This design comes from an exercise in tuning for small area, a short achievable clock period and few clock cycles on the open sky130 flow, not from production work.
The RTL was checked by simulation tests, not by an equivalence proof against the original design.
Power and IR drop assume default switching activity.

Setup of run 1:
==> flow/design.v (excerpt) <==
module sa #(parameter DIMENSION = 4) (
  input                                             CLK ,
  input                                             RSTn,
  input        [DIMENSION-1:0]                      DVI ,
  input        [          1:0][DIMENSION-1:0][15:0] DI  ,
  output logic [DIMENSION-1:0][DIMENSION-1:0]       DVO ,
  output logic [DIMENSION-1:0][DIMENSION-1:0][15:0] DO
);
For scale: about 25,000 cells after synthesis, about 3,100 flip-flops, roughly 410 I/O pins.
export LEC_CHECK = 0
export ABC_AREA = 1
export CAP_MARGIN = 20
export CORE_MARGIN = 2
export CORE_UTILIZATION = 50
export GPL_ROUTABILITY_DRIVEN = 0
export PLACE_DENSITY = 0.68
export SLEW_MARGIN = 20
create_clock -name core_clock -period 10.0 [get_ports {CLK}]
standard.sh (not shown) runs the stock make flow with config.mk's settings and CLKGATE_MAP_FILE= SYNTH_SCRIPT=/design/flow/synth_recipe.tcl, a recipe that flattens the netlist after the stock synthesis.
==> flow/flow/run.sh <==
#!/bin/bash
# Own layout flow: the standard synthesis unchanged, then the standard
# ORFS steps with timing repair aimed below the 10 ns clock period (the
# design is still laid out and signed off at the design's clock period and
# constraints), gate resizing across cell footprints, a clock tree without
# dummy loads, buf_2 port buffers, and the DO pins that share a register
# placed side by side.
# Each step's output goes to a log file of its own.
set -euo pipefail

# extra make variables for the layout steps
EXTRA="MATCH_CELL_FOOTPRINT=0 SETUP_SLACK_MARGIN=6.55 PRE_IO_PLACEMENT_TCL=$(pwd)/flow/io.tcl"
export BUFFER_PORTS_ARGS="-buffer_cell sky130_fd_sc_hd__buf_2"
export CTS_ARGS="-sink_clustering_enable -repair_clock_nets -sink_clustering_size 40 -sink_clustering_max_diameter 60 -dont_use_dummy_load"

bash standard.sh synth > synth.log 2>&1
sed "s|\"\${@:-finish}\"|$EXTRA \"\${@:-finish}\"|" standard.sh > layout.sh
for step in floorplan place cts route finish; do
  bash layout.sh $step > $step.log 2>&1
done
==> flow/flow/io.tcl <==
# Pin placement: the four DO ports of a row that show the same register bit
# (DO[i][0..3][b]) are placed next to each other.
for {set i 0} {$i < 4} {incr i} {
  for {set b 0} {$b < 16} {incr b} {
    set pins {}
    for {set j 0} {$j < 4} {incr j} {
      lappend pins "DO\[[expr {$i * 64 + $j * 16 + $b}]\]"
    }
    set_io_pin_constraint -group -order -pin_names $pins
  }
}
No stage failed in run 1, and the final checks on the layout all came back clean.
Testbench counts of run 1, summed over its fixed seeds: cycles 1,120.
## Diff of input files: run 2 against run 1
# run 1
export LEC_CHECK = 0
export ABC_AREA = 1
export CAP_MARGIN = 20
export CORE_MARGIN = 2
export CORE_UTILIZATION = 50
export GPL_ROUTABILITY_DRIVEN = 0
export PLACE_DENSITY = 0.68
export SLEW_MARGIN = 20
create_clock -name core_clock -period 10.0 [get_ports {CLK}]
# run 2
export LEC_CHECK = 0
export ABC_AREA = 1
export CAP_MARGIN = 20
export CORE_MARGIN = 2
export CORE_UTILIZATION = 50
export SLEW_MARGIN = 20
create_clock -name core_clock -period 10.0 [get_ports {CLK}]
-- flow/flow/run.sh --
<<< run 1, line 6
# dummy loads, buf_2 port buffers, and the DO pins that share a register
# placed side by side.
>>> run 2, line 6
# dummy loads, and the DO pins that share a register placed side by side.
<<< run 1, line 13
export BUFFER_PORTS_ARGS="-buffer_cell sky130_fd_sc_hd__buf_2"
export CTS_ARGS="-sink_clustering_enable -repair_clock_nets -sink_clustering_size 40 -sink_clustering_max_diameter 60 -dont_use_dummy_load"
>>> run 2, line 12
export CTS_ARGS="-sink_clustering_enable -repair_clock_nets -sink_clustering_size 40 -sink_clustering_max_diameter 50 -dont_use_dummy_load"
Findings:
- Total power draw came out higher on run 2 than on run 1.
- Taking run 1 as the reference, in run 2 buffer and inverter count on the worst path -14, path length in cells of the critical path shows a reduction of 23.
For run 3, these inputs were changed with respect to run 2:
# run 2
export LEC_CHECK = 0
export ABC_AREA = 1
export CAP_MARGIN = 20
export CORE_MARGIN = 2
export CORE_UTILIZATION = 50
export SLEW_MARGIN = 20
create_clock -name core_clock -period 10.0 [get_ports {CLK}]
# run 3
export LEC_CHECK = 0
export ABC_AREA = 0
export CAP_MARGIN = 20
export CORE_MARGIN = 2
export CORE_UTILIZATION = 50
export PLACE_DENSITY = 0.68
export SLEW_MARGIN = 20
create_clock -name core_clock -period 10.0 [get_ports {CLK}]
-- flow/flow/run.sh --
<<< run 2, line 6
# dummy loads, and the DO pins that share a register placed side by side.
>>> run 3, line 6
# dummy loads, buf_2 port buffers, and the DO pins that share a register
# placed side by side.
<<< run 2, line 12
export CTS_ARGS="-sink_clustering_enable -repair_clock_nets -sink_clustering_size 40 -sink_clustering_max_diameter 50 -dont_use_dummy_load"
>>> run 3, line 13
export BUFFER_PORTS_ARGS="-buffer_cell sky130_fd_sc_hd__buf_2"
export CTS_ARGS="-sink_clustering_enable -repair_clock_nets -sink_clustering_size 40 -sink_clustering_max_diameter 60 -dont_use_dummy_load"
Notes after the runs:
- Dominant combinational cell family by area after synthesis = simple AND/OR/NAND/NOR gates: run 2; dominant combinational cell family by area after synthesis = compound AO/OA/AOI/OAI gates: run 3
- Against run 2, run 3 comes in 10 higher on total stage count of the critical path.
- Diff run 2 -> run 3 | required time of the critical path | increase of 2.71 ns
- Compared with run 2, in run 3 relative contribution of the clock network to total power went down, number of flip-flops and latches did not really move, cell count went down.
- Per the comparison of run 3 with run 2, initial core utilization has decreased, synthesis-to-finish area growth has increased, worst setup slack has decreased, synthesized-area fraction occupied by xor and xnor cells has increased.
Edits applied to the flow inputs when going from run 3 to run 4:
# run 3
export LEC_CHECK = 0
export ABC_AREA = 0
export CAP_MARGIN = 20
export CORE_MARGIN = 2
export CORE_UTILIZATION = 50
export PLACE_DENSITY = 0.68
export SLEW_MARGIN = 20
create_clock -name core_clock -period 10.0 [get_ports {CLK}]
# run 4
export LEC_CHECK = 0
export ABC_AREA = 1
export CAP_MARGIN = 20
export CORE_MARGIN = 2
export CORE_UTILIZATION = 50
export PLACE_DENSITY = 0.82
export SLEW_MARGIN = 20
create_clock -name core_clock -period 10.0 [get_ports {CLK}]
-- flow/flow/run.sh --
<<< run 3, line 14
export CTS_ARGS="-sink_clustering_enable -repair_clock_nets -sink_clustering_size 40 -sink_clustering_max_diameter 60 -dont_use_dummy_load"
>>> run 4, line 14
export CTS_ARGS="-sink_clustering_enable -repair_clock_nets -sink_clustering_size 40 -sink_clustering_max_diameter 55 -dont_use_dummy_load"
### Flow results
Run 3 → run 4: number of buffers created by CTS increased 5.6%, total length of routed wires decreased 41,000 µm, final worst-path setup slack increased 0.19 ns, netlist area before placement decreased 2.7%.

port drivers added, routing unchanged:
No port has a modelled driver above. Below, the same layouts with a new extraction and two added sets of constraints.
Step 1: set_driving_cell puts a clkbuf_16 on CLK and a buf_2 on each other input, an assumption about the parent block.
Step 2 also shifts input and output timing later by t, the mid clock arrival at the registers, as if the neighbouring blocks saw the same clock.
Three values: no drivers, after step 1, after step 2; two values: the first two.
run | shift t [ns] | slack for setup (ns) | hold WS [ns] | worst register clock-pin slew, ns
run 1 | 1.013 | 6.550 / 6.477 / 5.534 | 0.263 / 0.263 / 0.263 | 0.12 / 0.12
run 2 | 1.057 | 6.516 / 6.395 / 5.338 | 0.274 / 0.274 / 0.274 | 0.08 / 0.08
run 3 | 1.031 | 6.226 / 6.226 / 5.679 | 0.252 / 0.252 / 0.252 | 0.11 / 0.11
run 4 | 1.046 | 6.412 / 6.412 / 5.430 | 0.253 / 0.253 / 0.253 | 0.10 / 0.10
After both steps setup and hold are still met in every run listed. The setup slack of run 2, which loses most, moves by -0.121 ns with the drivers and by -1.178 ns with both steps.
